Context: an optimization exercise on an open-source flow, tuned for small area. The choices shown serve that exercise and are no tape-out recipe. No functional check of the RTL was part of any run shown here. Power and IR drop assume default switching activity.

## flow/design.v (module list and top-level ports; edited modules follow where they fit)
// module custom_alu_top: 28 lines
// module custom_alu: 382 lines
// module custom_alu_row0: 10 lines
// module custom_alu_row1: 12 lines
// module custom_alu_row2: 14 lines
// module custom_alu_row3: 16 lines
// module custom_alu_row4: 18 lines
// module custom_alu_row5: 20 lines
// module custom_alu_row6: 22 lines
// module custom_alu_row7: 24 lines
// module custom_alu_row8: 54 lines
// module custom_alu_row9: 58 lines
// module custom_alu_row10: 66 lines
// module custom_alu_row11: 70 lines
// module custom_alu_row12: 76 lines
// module custom_alu_row13: 80 lines
// module custom_alu_row14: 90 lines
// module custom_alu_row15: 94 lines
// module custom_alu_row16: 100 lines
// module custom_alu_row17: 104 lines
// module custom_alu_row18: 112 lines
// module custom_alu_row19: 116 lines
// module custom_alu_row20: 122 lines
// module custom_alu_row21: 126 lines
// module custom_alu_row22: 136 lines
// module custom_alu_row23: 140 lines
// module custom_alu_row24: 146 lines
// module custom_alu_row25: 150 lines
// module custom_alu_row26: 158 lines
// module custom_alu_row27: 162 lines
// module custom_alu_row28: 168 lines
// module custom_alu_row29: 172 lines
// module custom_alu_row30: 184 lines
// module custom_alu_pg: 4 lines
// module custom_alu_go_nnp_p: 3 lines
// module custom_alu_go_ppp_p: 3 lines
// module custom_alu_gp_nnnn_p: 4 lines
// module custom_alu_gp_pppp_n: 4 lines
module custom_alu_top(
    input             CLK,
    input      [31:0] RA,
    input      [31:0] RB,
    input      [4:0]  ALU_OP,
    output reg [31:0] Y,
    output reg        C
    );
  // ...
==> flow/run.sh <==
#!/bin/bash
# synth_recipe.tcl (not shown) runs the flow's synth.tcl, then flattens the netlist and writes it again
# the make line also repeats each setting of config.mk as NAME=value (left out here)
make -C /OpenROAD-flow-scripts/flow DESIGN_CONFIG=/design/flow/config.mk WORK_HOME=/design/flow/orfs CLKGATE_MAP_FILE= SYNTH_SCRIPT=/design/flow/synth_recipe.tcl finish
==> flow/config.mk <==
export PLATFORM = sky130hd
export DESIGN_NAME = custom_alu_top
export DESIGN_NICKNAME = custom_alu_top
export VERILOG_FILES = /design/flow/design.v
export SDC_FILE = /design/flow/constraint.sdc
export NUM_CORES = 4
export LEC_CHECK = 0
export CAP_MARGIN = 20
export CORE_MARGIN = 2
export CORE_UTILIZATION = 40
export CTS_CLUSTER_DIAMETER = 60
export CTS_CLUSTER_SIZE = 10
export SLEW_MARGIN = 20
export SYNTH_HIERARCHICAL = 1
==> flow/constraint.sdc <==
create_clock -name core_clock -period 75.0 [get_ports {CLK}]
set_input_delay 15.0000 -clock core_clock [delete_from_list [all_inputs] [get_ports {CLK}]]
set_output_delay 15.0000 -clock core_clock [all_outputs]
set_load 0.01 [all_outputs]
==> out/qor.yml, run 1 <==
yosys:
  synthCells: 3864
  synthAdderAreaFrac_pct: 21.1
  synthMuxAreaShare_pct: 16.2
  yosys_register_bits: 102
  synth.area.top_cells: "ha_1, mux2i_1, xor2_1, a21o_1, a21oi_2"
power_and_ir_drop:
  powerComb_w: 0.000766
  p_switching_w: 0.000488
  pg_clk_w: 0.0000530
  p_seq_w: 0.0000737
  p_per_area_nw_per_um2: 25.1
floorplanning:
  ios: 103
clock_network:
  cts.repair.resized: 0
  cts_setup_buffers: 0
setup_path:
  rr_endpoint: "C"
  cp.required_ns: 75.29
  regToRegSetupSlack_ns: 4.38
  crit_top_cell: "o21ai_2"
  crit_fanout: 36
  worstSetupStartpointType: "flip-flop"
detailed_routing:
  drt_iter0_markers: 2995
  met1Wirelength_mm: 54.0
  avgViaCountPerCell: 5.95
  vias: 30000
  met3_length_mm: 10.3
global_route:
  globalRouteTotalUtil_pct: 27.7
  use_met2_pct: 43.0
  top_usage_layer: "met2"
  grt.overflow.total: 0
  grtUsageMet3_pct: 5.12
timing:
  hold_slack_ns: 0.915
  timing.final.crit_share_pct: 94.2
  fin_tns_setup_ns: 0
  hold_violations: 0
status:
  run_status: "timing/DRC/antenna clean"
finish:
  nFillCells: 8005
  final_nets: 4576
  fin_util_pct: 44.0
  seq_cells: 102
hold_path:
  min_path_cells: 3
placed_design:
  portBuffers: 102
  place_inst: 4980
==> module custom_alu_row8, before the edit <==
module custom_alu_row8(input [8:0] x, input [8:0] y, input ci, input ms, input en, output [8:0] r, output qo);
    wire [9:0] a_p, a_g;
    assign a_p[0] = 1'b0;
    assign a_g[0] = ci;
    custom_alu_pg a_pg0 (.a(x[0]), .b(y[0]), .p(a_p[1]), .g(a_g[1]));
    custom_alu_pg a_pg1 (.a(x[1]), .b(y[1]), .p(a_p[2]), .g(a_g[2]));
    custom_alu_pg a_pg2 (.a(x[2]), .b(y[2]), .p(a_p[3]), .g(a_g[3]));
    custom_alu_pg a_pg3 (.a(x[3]), .b(y[3]), .p(a_p[4]), .g(a_g[4]));
    custom_alu_pg a_pg4 (.a(x[4]), .b(y[4]), .p(a_p[5]), .g(a_g[5]));
    custom_alu_pg a_pg5 (.a(x[5]), .b(y[5]), .p(a_p[6]), .g(a_g[6]));
    custom_alu_pg a_pg6 (.a(x[6]), .b(y[6]), .p(a_p[7]), .g(a_g[7]));
    custom_alu_pg a_pg7 (.a(x[7]), .b(y[7]), .p(a_p[8]), .g(a_g[8]));
    custom_alu_pg a_pg8 (.a(x[8]), .b(y[8]), .p(a_p[9]), .g(a_g[9]));
    wire a_G0_1;
    custom_alu_go_ppp_p a_G0_1_u (.gh(a_g[1]), .ph(a_p[1]), .gl(a_g[0]), .g(a_G0_1));
    wire a_G0_3, a_P0_3;
    custom_alu_gp_pppp_n a_G0_3_u (.gh(a_g[3]), .ph(a_p[3]), .gl(a_g[2]), .pl(a_p[2]), .g(a_G0_3), .p(a_P0_3));
    wire a_G0_5, a_P0_5;
    custom_alu_gp_pppp_n a_G0_5_u (.gh(a_g[5]), .ph(a_p[5]), .gl(a_g[4]), .pl(a_p[4]), .g(a_G0_5), .p(a_P0_5));
    wire a_G0_7, a_P0_7;
    custom_alu_gp_pppp_n a_G0_7_u (.gh(a_g[7]), .ph(a_p[7]), .gl(a_g[6]), .pl(a_p[6]), .g(a_G0_7), .p(a_P0_7));
    wire a_G0_9, a_P0_9;
    custom_alu_gp_pppp_n a_G0_9_u (.gh(a_g[9]), .ph(a_p[9]), .gl(a_g[8]), .pl(a_p[8]), .g(a_G0_9), .p(a_P0_9));
    wire a_G1_3;
    custom_alu_go_nnp_p a_G1_3_u (.gh(a_G0_3), .ph(a_P0_3), .gl(a_G0_1), .g(a_G1_3));
    wire a_G1_7, a_P1_7;
    custom_alu_gp_nnnn_p a_G1_7_u (.gh(a_G0_7), .ph(a_P0_7), .gl(a_G0_5), .pl(a_P0_5), .g(a_G1_7), .p(a_P1_7));
    wire a_G2_7;
    custom_alu_go_ppp_p a_G2_7_u (.gh(a_G1_7), .ph(a_P1_7), .gl(a_G1_3), .g(a_G2_7));
    wire a_G3_5;
    custom_alu_go_nnp_p a_G3_5_u (.gh(a_G0_5), .ph(a_P0_5), .gl(a_G1_3), .g(a_G3_5));
    wire a_G3_9;
    custom_alu_go_nnp_p a_G3_9_u (.gh(a_G0_9), .ph(a_P0_9), .gl(a_G2_7), .g(a_G3_9));
    wire a_G4_2;
    custom_alu_go_ppp_p a_G4_2_u (.gh(a_g[2]), .ph(a_p[2]), .gl(a_G0_1), .g(a_G4_2));
    wire a_G4_4;
    custom_alu_go_ppp_p a_G4_4_u (.gh(a_g[4]), .ph(a_p[4]), .gl(a_G1_3), .g(a_G4_4));
    wire a_G4_6;
    custom_alu_go_ppp_p a_G4_6_u (.gh(a_g[6]), .ph(a_p[6]), .gl(a_G3_5), .g(a_G4_6));
    wire a_G4_8;
    custom_alu_go_ppp_p a_G4_8_u (.gh(a_g[8]), .ph(a_p[8]), .gl(a_G2_7), .g(a_G4_8));
    wire a_s0 = a_p[1] ^ a_g[0];
    wire a_s1 = a_p[2] ^ a_G0_1;
    wire a_s2 = a_p[3] ^ a_G4_2;
    wire a_s3 = a_p[4] ^ a_G1_3;
    wire a_s4 = a_p[5] ^ a_G4_4;
    wire a_s5 = a_p[6] ^ a_G3_5;
    wire a_s6 = a_p[7] ^ a_G4_6;
    wire a_s7 = a_p[8] ^ a_G2_7;
    wire a_s8 = a_p[9] ^ a_G4_8;
    assign qo = en & ~(a_G3_9);
    wire sel = ms | qo;
    assign r = ~(sel ? {a_s8, a_s7, a_s6, a_s5, a_s4, a_s3, a_s2, a_s1, a_s0} : x);    
endmodule
==> module custom_alu_row9, before the edit <==
module custom_alu_row9(input [9:0] x, input [9:0] y, input ci, input ms, input en, output [9:0] r, output qo);
    wire [10:0] a_p, a_g;
    assign a_p[0] = 1'b0;
    assign a_g[0] = ci;
    custom_alu_pg a_pg0 (.a(x[0]), .b(y[0]), .p(a_p[1]), .g(a_g[1]));
    custom_alu_pg a_pg1 (.a(x[1]), .b(y[1]), .p(a_p[2]), .g(a_g[2]));
    custom_alu_pg a_pg2 (.a(x[2]), .b(y[2]), .p(a_p[3]), .g(a_g[3]));
    custom_alu_pg a_pg3 (.a(x[3]), .b(y[3]), .p(a_p[4]), .g(a_g[4]));
    custom_alu_pg a_pg4 (.a(x[4]), .b(y[4]), .p(a_p[5]), .g(a_g[5]));
    custom_alu_pg a_pg5 (.a(x[5]), .b(y[5]), .p(a_p[6]), .g(a_g[6]));
    custom_alu_pg a_pg6 (.a(x[6]), .b(y[6]), .p(a_p[7]), .g(a_g[7]));
    custom_alu_pg a_pg7 (.a(x[7]), .b(y[7]), .p(a_p[8]), .g(a_g[8]));
    custom_alu_pg a_pg8 (.a(x[8]), .b(y[8]), .p(a_p[9]), .g(a_g[9]));
    custom_alu_pg a_pg9 (.a(x[9]), .b(y[9]), .p(a_p[10]), .g(a_g[10]));
    wire a_G0_1;
    custom_alu_go_ppp_p a_G0_1_u (.gh(a_g[1]), .ph(a_p[1]), .gl(a_g[0]), .g(a_G0_1));
    wire a_G0_3, a_P0_3;
    custom_alu_gp_pppp_n a_G0_3_u (.gh(a_g[3]), .ph(a_p[3]), .gl(a_g[2]), .pl(a_p[2]), .g(a_G0_3), .p(a_P0_3));
    wire a_G0_5, a_P0_5;
    custom_alu_gp_pppp_n a_G0_5_u (.gh(a_g[5]), .ph(a_p[5]), .gl(a_g[4]), .pl(a_p[4]), .g(a_G0_5), .p(a_P0_5));
    wire a_G0_7, a_P0_7;
    custom_alu_gp_pppp_n a_G0_7_u (.gh(a_g[7]), .ph(a_p[7]), .gl(a_g[6]), .pl(a_p[6]), .g(a_G0_7), .p(a_P0_7));
    wire a_G0_9, a_P0_9;
    custom_alu_gp_pppp_n a_G0_9_u (.gh(a_g[9]), .ph(a_p[9]), .gl(a_g[8]), .pl(a_p[8]), .g(a_G0_9), .p(a_P0_9));
    wire a_G1_3;
    custom_alu_go_nnp_p a_G1_3_u (.gh(a_G0_3), .ph(a_P0_3), .gl(a_G0_1), .g(a_G1_3));
    wire a_G1_7, a_P1_7;
    custom_alu_gp_nnnn_p a_G1_7_u (.gh(a_G0_7), .ph(a_P0_7), .gl(a_G0_5), .pl(a_P0_5), .g(a_G1_7), .p(a_P1_7));
    wire a_G2_7;
    custom_alu_go_ppp_p a_G2_7_u (.gh(a_G1_7), .ph(a_P1_7), .gl(a_G1_3), .g(a_G2_7));
    wire a_G3_5;
    custom_alu_go_nnp_p a_G3_5_u (.gh(a_G0_5), .ph(a_P0_5), .gl(a_G1_3), .g(a_G3_5));
    wire a_G3_9;
    custom_alu_go_nnp_p a_G3_9_u (.gh(a_G0_9), .ph(a_P0_9), .gl(a_G2_7), .g(a_G3_9));
    wire a_G4_2;
    custom_alu_go_ppp_p a_G4_2_u (.gh(a_g[2]), .ph(a_p[2]), .gl(a_G0_1), .g(a_G4_2));
    wire a_G4_4;
    custom_alu_go_ppp_p a_G4_4_u (.gh(a_g[4]), .ph(a_p[4]), .gl(a_G1_3), .g(a_G4_4));
    wire a_G4_6;
    custom_alu_go_ppp_p a_G4_6_u (.gh(a_g[6]), .ph(a_p[6]), .gl(a_G3_5), .g(a_G4_6));
    wire a_G4_8;
    custom_alu_go_ppp_p a_G4_8_u (.gh(a_g[8]), .ph(a_p[8]), .gl(a_G2_7), .g(a_G4_8));
    wire a_G4_10;
    custom_alu_go_ppp_p a_G4_10_u (.gh(a_g[10]), .ph(a_p[10]), .gl(a_G3_9), .g(a_G4_10));
    wire a_s0 = a_p[1] ^ a_g[0];
    wire a_s1 = a_p[2] ^ a_G0_1;
    wire a_s2 = a_p[3] ^ a_G4_2;
    wire a_s3 = a_p[4] ^ a_G1_3;
    wire a_s4 = a_p[5] ^ a_G4_4;
    wire a_s5 = a_p[6] ^ a_G3_5;
    wire a_s6 = a_p[7] ^ a_G4_6;
    wire a_s7 = a_p[8] ^ a_G2_7;
    wire a_s8 = a_p[9] ^ a_G4_8;
    wire a_s9 = a_p[10] ^ a_G3_9;
    assign qo = en & (a_G4_10);
    wire sel = ms | qo;
    assign r = ~(sel ? {a_s9, a_s8, a_s7, a_s6, a_s5, a_s4, a_s3, a_s2, a_s1, a_s0} : x);    
endmodule
==> inputs of run 2 (changes only) <==
--- a/flow/design.v
+++ b/flow/design.v
@@ -547,116 +547,58 @@
     assign r = ~(sel ? {a_s[7], a_s[6], a_s[5], a_s[4], a_s[3], a_s[2], a_s[1], a_s[0]} : x);    
 endmodule
 module custom_alu_row8(input [8:0] x, input [8:0] y, input ci, input ms, input en, output [8:0] r, output qo);
-    wire [9:0] a_p, a_g;
-    assign a_p[0] = 1'b0;
-    assign a_g[0] = ci;
-    custom_alu_pg a_pg0 (.a(x[0]), .b(y[0]), .p(a_p[1]), .g(a_g[1]));
-    custom_alu_pg a_pg1 (.a(x[1]), .b(y[1]), .p(a_p[2]), .g(a_g[2]));
-    custom_alu_pg a_pg2 (.a(x[2]), .b(y[2]), .p(a_p[3]), .g(a_g[3]));
-    custom_alu_pg a_pg3 (.a(x[3]), .b(y[3]), .p(a_p[4]), .g(a_g[4]));
-    custom_alu_pg a_pg4 (.a(x[4]), .b(y[4]), .p(a_p[5]), .g(a_g[5]));
-    custom_alu_pg a_pg5 (.a(x[5]), .b(y[5]), .p(a_p[6]), .g(a_g[6]));
-    custom_alu_pg a_pg6 (.a(x[6]), .b(y[6]), .p(a_p[7]), .g(a_g[7]));
-    custom_alu_pg a_pg7 (.a(x[7]), .b(y[7]), .p(a_p[8]), .g(a_g[8]));
-    custom_alu_pg a_pg8 (.a(x[8]), .b(y[8]), .p(a_p[9]), .g(a_g[9]));
-    wire a_G0_1;
-    custom_alu_go_ppp_p a_G0_1_u (.gh(a_g[1]), .ph(a_p[1]), .gl(a_g[0]), .g(a_G0_1));
-    wire a_G0_3, a_P0_3;
-    custom_alu_gp_pppp_n a_G0_3_u (.gh(a_g[3]), .ph(a_p[3]), .gl(a_g[2]), .pl(a_p[2]), .g(a_G0_3), .p(a_P0_3));
-    wire a_G0_5, a_P0_5;
-    custom_alu_gp_pppp_n a_G0_5_u (.gh(a_g[5]), .ph(a_p[5]), .gl(a_g[4]), .pl(a_p[4]), .g(a_G0_5), .p(a_P0_5));
-    wire a_G0_7, a_P0_7;
-    custom_alu_gp_pppp_n a_G0_7_u (.gh(a_g[7]), .ph(a_p[7]), .gl(a_g[6]), .pl(a_p[6]), .g(a_G0_7), .p(a_P0_7));
-    wire a_G0_9, a_P0_9;
-    custom_alu_gp_pppp_n a_G0_9_u (.gh(a_g[9]), .ph(a_p[9]), .gl(a_g[8]), .pl(a_p[8]), .g(a_G0_9), .p(a_P0_9));
-    wire a_G1_3;
-    custom_alu_go_nnp_p a_G1_3_u (.gh(a_G0_3), .ph(a_P0_3), .gl(a_G0_1), .g(a_G1_3));
-    wire a_G1_7, a_P1_7;
-    custom_alu_gp_nnnn_p a_G1_7_u (.gh(a_G0_7), .ph(a_P0_7), .gl(a_G0_5), .pl(a_P0_5), .g(a_G1_7), .p(a_P1_7));
-    wire a_G2_7;
-    custom_alu_go_ppp_p a_G2_7_u (.gh(a_G1_7), .ph(a_P1_7), .gl(a_G1_3), .g(a_G2_7));
-    wire a_G3_5;
-    custom_alu_go_nnp_p a_G3_5_u (.gh(a_G0_5), .ph(a_P0_5), .gl(a_G1_3), .g(a_G3_5));
-    wire a_G3_9;
-    custom_alu_go_nnp_p a_G3_9_u (.gh(a_G0_9), .ph(a_P0_9), .gl(a_G2_7), .g(a_G3_9));
-    wire a_G4_2;
-    custom_alu_go_ppp_p a_G4_2_u (.gh(a_g[2]), .ph(a_p[2]), .gl(a_G0_1), .g(a_G4_2));
-    wire a_G4_4;
-    custom_alu_go_ppp_p a_G4_4_u (.gh(a_g[4]), .ph(a_p[4]), .gl(a_G1_3), .g(a_G4_4));
-    wire a_G4_6;
-    custom_alu_go_ppp_p a_G4_6_u (.gh(a_g[6]), .ph(a_p[6]), .gl(a_G3_5), .g(a_G4_6));
-    wire a_G4_8;
-    custom_alu_go_ppp_p a_G4_8_u (.gh(a_g[8]), .ph(a_p[8]), .gl(a_G2_7), .g(a_G4_8));
-    wire a_s0 = a_p[1] ^ a_g[0];
-    wire a_s1 = a_p[2] ^ a_G0_1;
-    wire a_s2 = a_p[3] ^ a_G4_2;
-    wire a_s3 = a_p[4] ^ a_G1_3;
-    wire a_s4 = a_p[5] ^ a_G4_4;
-    wire a_s5 = a_p[6] ^ a_G3_5;
-    wire a_s6 = a_p[7] ^ a_G4_6;
-    wire a_s7 = a_p[8] ^ a_G2_7;
-    wire a_s8 = a_p[9] ^ a_G4_8;
-    assign qo = en & ~(a_G3_9);
+    wire [9:0] a_c;
+    wire [8:0] a_s;
+    assign a_c[0] = ci;
+    assign a_s[0] = x[0] ^ y[0] ^ a_c[0];
+    assign a_c[1] = (x[0] & y[0]) | (a_c[0] & (x[0] ^ y[0]));
+    assign a_s[1] = x[1] ^ y[1] ^ a_c[1];
+    assign a_c[2] = (x[1] & y[1]) | (a_c[1] & (x[1] ^ y[1]));
+    assign a_s[2] = x[2] ^ y[2] ^ a_c[2];
+    assign a_c[3] = (x[2] & y[2]) | (a_c[2] & (x[2] ^ y[2]));
+    assign a_s[3] = x[3] ^ y[3] ^ a_c[3];
+    assign a_c[4] = (x[3] & y[3]) | (a_c[3] & (x[3] ^ y[3]));
+    assign a_s[4] = x[4] ^ y[4] ^ a_c[4];
+    assign a_c[5] = (x[4] & y[4]) | (a_c[4] & (x[4] ^ y[4]));
+    assign a_s[5] = x[5] ^ y[5] ^ a_c[5];
+    assign a_c[6] = (x[5] & y[5]) | (a_c[5] & (x[5] ^ y[5]));
+    assign a_s[6] = x[6] ^ y[6] ^ a_c[6];
+    assign a_c[7] = (x[6] & y[6]) | (a_c[6] & (x[6] ^ y[6]));
+    assign a_s[7] = x[7] ^ y[7] ^ a_c[7];
+    assign a_c[8] = (x[7] & y[7]) | (a_c[7] & (x[7] ^ y[7]));
+    assign a_s[8] = x[8] ^ y[8] ^ a_c[8];
+    assign a_c[9] = (x[8] & y[8]) | (a_c[8] & (x[8] ^ y[8]));
+    assign qo = en & ~(a_c[9]);
     wire sel = ms | qo;
-    assign r = ~(sel ? {a_s8, a_s7, a_s6, a_s5, a_s4, a_s3, a_s2, a_s1, a_s0} : x);    
+    assign r = ~(sel ? {a_s[8], a_s[7], a_s[6], a_s[5], a_s[4], a_s[3], a_s[2], a_s[1], a_s[0]} : x);    
 endmodule
 module custom_alu_row9(input [9:0] x, input [9:0] y, input ci, input ms, input en, output [9:0] r, output qo);
-    wire [10:0] a_p, a_g;
-    assign a_p[0] = 1'b0;
-    assign a_g[0] = ci;
-    custom_alu_pg a_pg0 (.a(x[0]), .b(y[0]), .p(a_p[1]), .g(a_g[1]));
-    custom_alu_pg a_pg1 (.a(x[1]), .b(y[1]), .p(a_p[2]), .g(a_g[2]));
-    custom_alu_pg a_pg2 (.a(x[2]), .b(y[2]), .p(a_p[3]), .g(a_g[3]));
-    custom_alu_pg a_pg3 (.a(x[3]), .b(y[3]), .p(a_p[4]), .g(a_g[4]));
-    custom_alu_pg a_pg4 (.a(x[4]), .b(y[4]), .p(a_p[5]), .g(a_g[5]));
-    custom_alu_pg a_pg5 (.a(x[5]), .b(y[5]), .p(a_p[6]), .g(a_g[6]));
-    custom_alu_pg a_pg6 (.a(x[6]), .b(y[6]), .p(a_p[7]), .g(a_g[7]));
-    custom_alu_pg a_pg7 (.a(x[7]), .b(y[7]), .p(a_p[8]), .g(a_g[8]));
-    custom_alu_pg a_pg8 (.a(x[8]), .b(y[8]), .p(a_p[9]), .g(a_g[9]));
-    custom_alu_pg a_pg9 (.a(x[9]), .b(y[9]), .p(a_p[10]), .g(a_g[10]));
-    wire a_G0_1;
-    custom_alu_go_ppp_p a_G0_1_u (.gh(a_g[1]), .ph(a_p[1]), .gl(a_g[0]), .g(a_G0_1));
-    wire a_G0_3, a_P0_3;
-    custom_alu_gp_pppp_n a_G0_3_u (.gh(a_g[3]), .ph(a_p[3]), .gl(a_g[2]), .pl(a_p[2]), .g(a_G0_3), .p(a_P0_3));
-    wire a_G0_5, a_P0_5;
-    custom_alu_gp_pppp_n a_G0_5_u (.gh(a_g[5]), .ph(a_p[5]), .gl(a_g[4]), .pl(a_p[4]), .g(a_G0_5), .p(a_P0_5));
-    wire a_G0_7, a_P0_7;
-    custom_alu_gp_pppp_n a_G0_7_u (.gh(a_g[7]), .ph(a_p[7]), .gl(a_g[6]), .pl(a_p[6]), .g(a_G0_7), .p(a_P0_7));
-    wire a_G0_9, a_P0_9;
-    custom_alu_gp_pppp_n a_G0_9_u (.gh(a_g[9]), .ph(a_p[9]), .gl(a_g[8]), .pl(a_p[8]), .g(a_G0_9), .p(a_P0_9));
-    wire a_G1_3;
-    custom_alu_go_nnp_p a_G1_3_u (.gh(a_G0_3), .ph(a_P0_3), .gl(a_G0_1), .g(a_G1_3));
-    wire a_G1_7, a_P1_7;
-    custom_alu_gp_nnnn_p a_G1_7_u (.gh(a_G0_7), .ph(a_P0_7), .gl(a_G0_5), .pl(a_P0_5), .g(a_G1_7), .p(a_P1_7));
-    wire a_G2_7;
-    custom_alu_go_ppp_p a_G2_7_u (.gh(a_G1_7), .ph(a_P1_7), .gl(a_G1_3), .g(a_G2_7));
-    wire a_G3_5;
-    custom_alu_go_nnp_p a_G3_5_u (.gh(a_G0_5), .ph(a_P0_5), .gl(a_G1_3), .g(a_G3_5));
-    wire a_G3_9;
-    custom_alu_go_nnp_p a_G3_9_u (.gh(a_G0_9), .ph(a_P0_9), .gl(a_G2_7), .g(a_G3_9));
-    wire a_G4_2;
-    custom_alu_go_ppp_p a_G4_2_u (.gh(a_g[2]), .ph(a_p[2]), .gl(a_G0_1), .g(a_G4_2));
-    wire a_G4_4;
-    custom_alu_go_ppp_p a_G4_4_u (.gh(a_g[4]), .ph(a_p[4]), .gl(a_G1_3), .g(a_G4_4));
-    wire a_G4_6;
-    custom_alu_go_ppp_p a_G4_6_u (.gh(a_g[6]), .ph(a_p[6]), .gl(a_G3_5), .g(a_G4_6));
-    wire a_G4_8;
-    custom_alu_go_ppp_p a_G4_8_u (.gh(a_g[8]), .ph(a_p[8]), .gl(a_G2_7), .g(a_G4_8));
-    wire a_G4_10;
-    custom_alu_go_ppp_p a_G4_10_u (.gh(a_g[10]), .ph(a_p[10]), .gl(a_G3_9), .g(a_G4_10));
-    wire a_s0 = a_p[1] ^ a_g[0];
-    wire a_s1 = a_p[2] ^ a_G0_1;
-    wire a_s2 = a_p[3] ^ a_G4_2;
-    wire a_s3 = a_p[4] ^ a_G1_3;
-    wire a_s4 = a_p[5] ^ a_G4_4;
-    wire a_s5 = a_p[6] ^ a_G3_5;
-    wire a_s6 = a_p[7] ^ a_G4_6;
-    wire a_s7 = a_p[8] ^ a_G2_7;
-    wire a_s8 = a_p[9] ^ a_G4_8;
-    wire a_s9 = a_p[10] ^ a_G3_9;
-    assign qo = en & (a_G4_10);
+    wire [10:0] a_c;
+    wire [9:0] a_s;
+    assign a_c[0] = ci;
+    assign a_s[0] = x[0] ^ y[0] ^ a_c[0];
+    assign a_c[1] = (x[0] & y[0]) | (a_c[0] & (x[0] ^ y[0]));
+    assign a_s[1] = x[1] ^ y[1] ^ a_c[1];
+    assign a_c[2] = (x[1] & y[1]) | (a_c[1] & (x[1] ^ y[1]));
+    assign a_s[2] = x[2] ^ y[2] ^ a_c[2];
+    assign a_c[3] = (x[2] & y[2]) | (a_c[2] & (x[2] ^ y[2]));
+    assign a_s[3] = x[3] ^ y[3] ^ a_c[3];
+    assign a_c[4] = (x[3] & y[3]) | (a_c[3] & (x[3] ^ y[3]));
+    assign a_s[4] = x[4] ^ y[4] ^ a_c[4];
+    assign a_c[5] = (x[4] & y[4]) | (a_c[4] & (x[4] ^ y[4]));
+    assign a_s[5] = x[5] ^ y[5] ^ a_c[5];
+    assign a_c[6] = (x[5] & y[5]) | (a_c[5] & (x[5] ^ y[5]));
+    assign a_s[6] = x[6] ^ y[6] ^ a_c[6];
+    assign a_c[7] = (x[6] & y[6]) | (a_c[6] & (x[6] ^ y[6]));
+    assign a_s[7] = x[7] ^ y[7] ^ a_c[7];
+    assign a_c[8] = (x[7] & y[7]) | (a_c[7] & (x[7] ^ y[7]));
+    assign a_s[8] = x[8] ^ y[8] ^ a_c[8];
+    assign a_c[9] = (x[8] & y[8]) | (a_c[8] & (x[8] ^ y[8]));
+    assign a_s[9] = x[9] ^ y[9] ^ a_c[9];
+    assign a_c[10] = (x[9] & y[9]) | (a_c[9] & (x[9] ^ y[9]));
+    assign qo = en & (a_c[10]);
     wire sel = ms | qo;
-    assign r = ~(sel ? {a_s9, a_s8, a_s7, a_s6, a_s5, a_s4, a_s3, a_s2, a_s1, a_s0} : x);    
+    assign r = ~(sel ? {a_s[9], a_s[8], a_s[7], a_s[6], a_s[5], a_s[4], a_s[3], a_s[2], a_s[1], a_s[0]} : x);    
 endmodule
 module custom_alu_row10(input [10:0] x, input [10:0] y, input ci, input ms, input en, output [10:0] r, output qo);
     wire [11:0] a_p, a_g;
==> run 2 against run 1 <==
Combinational power decreased by 0.7%. Global-route usage increased by 0.30 points. First-iteration DRC count decreased by 12%. Sequential power increased by 1%. Count of clock-buffer cells in the layout increased by 3. Power decreased by 0.10%. Largest cell class unchanged. Largest power group unchanged.
==> out/qor.yml, run 2 <==
floorplanning:
  fp.dieH_um: 289
  ios: 103  # unchanged
  die_area_um2: 83700
  start_util_pct: 40.4
  core_region_area_um2: 80500
  die_w_um: 289
  rows: 104
clock_network:
  cts_buffer_depth: 2
  cts.clk_slew.worst_paths_ns: 0.10
  htreeDepth: 3
  cts_made_buffers: 9
  cts-root-buf: "clkbuf_16"
  cts_sinks: 102
  insertion_delay_ns: 0.41
  cts_tree: "done"
  ctsHoldBuffers: 0
placed_design:
  place_area_um2: 34600
  dp_slack_ns: -1.48
  dp_hpwl_mm: 94.3
  place_inst: 4957  # -0.46%
  gp_congestion: 0.983
  portBuffers: 102  # unchanged
yosys:
  yosys_register_bits: 102  # unchanged
  synth_flop_cell: "dfxtp_1"
  synthCells: 3832  # -0.83%
  synth_nets: 4432
  synth_edf_count: 0
  yosys_warnings: 8
  yosysMostFrequentCell: "mux2i_1"
  yosys-top-cells-count: "mux2i_1, ha_1, xor2_1, nand2_1, a21o_1"
  ys_types: 76
  synth_area_leader_cell: "ha_1"
  yosysTopAreaCellShare_pct: 18.3
  yosysSeqAreaShare_pct: 6.27
  avgSynthCellArea_um2: 8.50
  synth.area.top_cells: "ha_1, mux2i_1, xor2_1, a21o_1, a21oi_2"
  async_reset_ff_share_pct: 0
  netlist_area_um2: 32600
setup_path:
  cp.required_ns: 75.26  # -0.03 ns
  startpoint: "op_q[1]"
  arrival_ns: 71.54
  cpPeakStageDelay_ns: 0.78
  worstSetupStartpointType: "flip-flop"
  worst-r2r-cell-count: 346
  regToRegSetupSlack_ns: 3.73  # -0.66 ns
  crit_type: "reg2reg"
  crit_fanout: 30  # -17%
  critPathSlowestCell: "a21oi_2"
  reg2reg_from: "op_q[1]"
  endpoint_kind: "flip-flop"
detailed_routing:
  drt_iter0_markers: 2641  # -12%
  drtAntennaViolNets: 0
  drc: 0
  wl_per_cell_um: 24.0
  vias: 29800  # -0.67%
  routed_wl_mm: 122
  avgViaCountPerCell: 5.88  # -1.3%
  first_pass_iters: 7
status:
  run_status: "timing/DRC/antenna clean"
finish:
  area_delta_synth_final_pct: 10.7
  layout.cells.non_filler: 5074
  largestRegisters: "Y (32), ra_q (32), rb_q (32)"
  final_common_cell: "mux2i_1"
  final_cell_area_um2: 36000
  final_nets: 4606  # +0.66%
  mostFrequentLayoutCells: "mux2i_1, ha_1, xor2_1"
  drive_above_1_share_pct: 18.5
timing:
  clock_skew_ns: 0.0383
  setup_slack_ns: 3.73
  setup_viol: 0
  worst_pin_slew_ns: 1.10
  fin_tns_setup_ns: 0  # unchanged
  finalMaxSlewViolations: 0
  timing.final.crit_share_pct: 95.0  # +0.88 points
  hold_slack_ns: 0.897  # -0.0181 ns
  clock.fmax_mhz: 14.0
  min_period_ns: 71.27
  relSlewSlack_pct: 26.2
  hold_violations: 0  # unchanged
global_route:
  antenna_found_initial: 7
  grt_pass1_wl_mm: 176
  grt.overflow.total: 0  # unchanged
  grt_max_degree: 105
  globalRouteTotalUtil_pct: 28.0  # +0.30 points
  grt_pass1_vias: 28000
run:
  cap_violations: 0
power_and_ir_drop:
  p_per_area_nw_per_um2: 24.7  # -1.5%
  p_leak_nw: 20.2
  peakVddDrop_mv: 0.0149
hold_path:
  min_path_cells: 3  # unchanged
  hold_path.class: "reg2reg"
  min-delay-start: "rb_q[26]"
## run 2: cell types whose count changed in the layout (fill, tap and decap cells not counted), sizes merged, moves of 19 or more
cell / delta
xor2: -19
ha: -19
fa: +19
buf: +58
inv: +26
## run 2: path summary, 6_finish.rpt
check | end
setup / recovery | C
hold / removal | Y[26]
setup reg to reg | C
hold reg to reg | Y[26]
## run 2: what timing repair did
action / 4_1_cts / 5_1_grt
setup endpoints to repair: 27 / 33
buffers inserted: 1 / 85
pin swaps: 5 / 25
cloned: 4 / 8
resized for setup: 3 / 33
## run 2: final cells by class
type / instances / area (um^2)
Fill cell: 8024 / 44500
Multi-Input combinational cell: 3345 / 28800
Timing Repair Buffer: 267 / 2430
Sequential cell: 102 / 2050
Tap cell: 1060 / 1330
Inverter: 281 / 1050
Clock buffer: 12 / 256
Clock inverter: 4 / 76.3
Antenna cell: 3 / 7.51
## run 2: critical path: cells and delay by family (launching register included)
family	cells	cell delay [ns]
compound gates	129	24.28
flops	1	0.41
fa+ha+maj	67	21.47
mux	31	8.87
buf+inv	63	6.70
simple gates	56	9.25
## run 2: through the flow
step	power [W]	utilization, %
2_1_floorplan	0.000644	-
3_3_place_gp	0.000811	43.0
3_5_place_dp	0.000814	43.0
4_1_cts	0.000875	43.5
5_1_grt	0.000964	44.7
6_report	0.000891	44.7
## run 2: power by group
part	leakage, nW	internal (W)	switching, W	total [W]
Combinational	19.1	0.000313	0.000447	0.000761
Clock	0.159	0.0000313	0.0000252	0.0000565
Sequential	0.860	0.0000646	0.00000982	0.0000745
Total	20.2	0.000409	0.000483	0.000891
## run 2: kinds of logic (layout without fill, tap and decap cells)
| logic type | count (synthesis) | after routing | share of synthesized area (%) |
|---|---|---|---|
| simple gates | 724 | 732 | 10.8 |
| other cells | 0 | 3 | 0 |
| buf+inv | 397 | 564 | 6.20 |
| flops | 102 | 102 | 6.27 |
| fa+ha+maj | 530 | 530 | 21.6 |
| compound gates | 1076 | 1080 | 25.9 |
| xor+xnor | 475 | 475 | 12.8 |
| mux | 528 | 528 | 16.4 |
## run 2: per-module statistics from Yosys (local to each module, per instance), a selection
module	flip-flops and latches	copies in the design	cells inside
custom_alu_go_ppp_p	0	319	1
custom_alu_row18	0	1	41
custom_alu_row2	0	1	11
custom_alu_row27	0	1	61
custom_alu_row4	0	1	21
custom_alu_row5	0	1	22
custom_alu_row7	0	1	30
custom_alu_top	102	1	102
## run 2: per-layer routing
layer	up-vias	track usage, %	wire (um)
met5	-	0	36
met4	6	11.4	5610
met3	307	5.81	10100
met2	1199	43.6	52700
met1	14100	37.4	53400
li1	14200	-	-

-- what the ideal ports hide --
The flow's constraints put no driver on any port. The routed layouts listed below were extracted and timed again, unchanged, in two steps.
Step 1, drivers: a clkbuf_16 drives CLK and a buf_2 each remaining input, both assumed.
Step 2 adds t to the input delays and takes it off the output delays; t is the mean of the earliest and latest rising clock arrival at the registers after step 1. Input paths then give back, and output paths get back, about the clock's delay inside the block.
a / b / c = ideal / step 1 / step 2; a / b = the first two.
| run | shift t [ns] | slack for setup (ns) | worst setup path at the end | latest minus earliest clock arrival (ns) |
|---|---|---|---|---|
| run 1 | 0.466 | 4.385 / 4.385 / 4.385 | register to register | 0.046 / 0.046 |
| run 2 | 0.455 | 3.726 / 3.726 / 3.726 | register to register | 0.043 / 0.043 |
After both steps setup and hold are still met in every run listed.
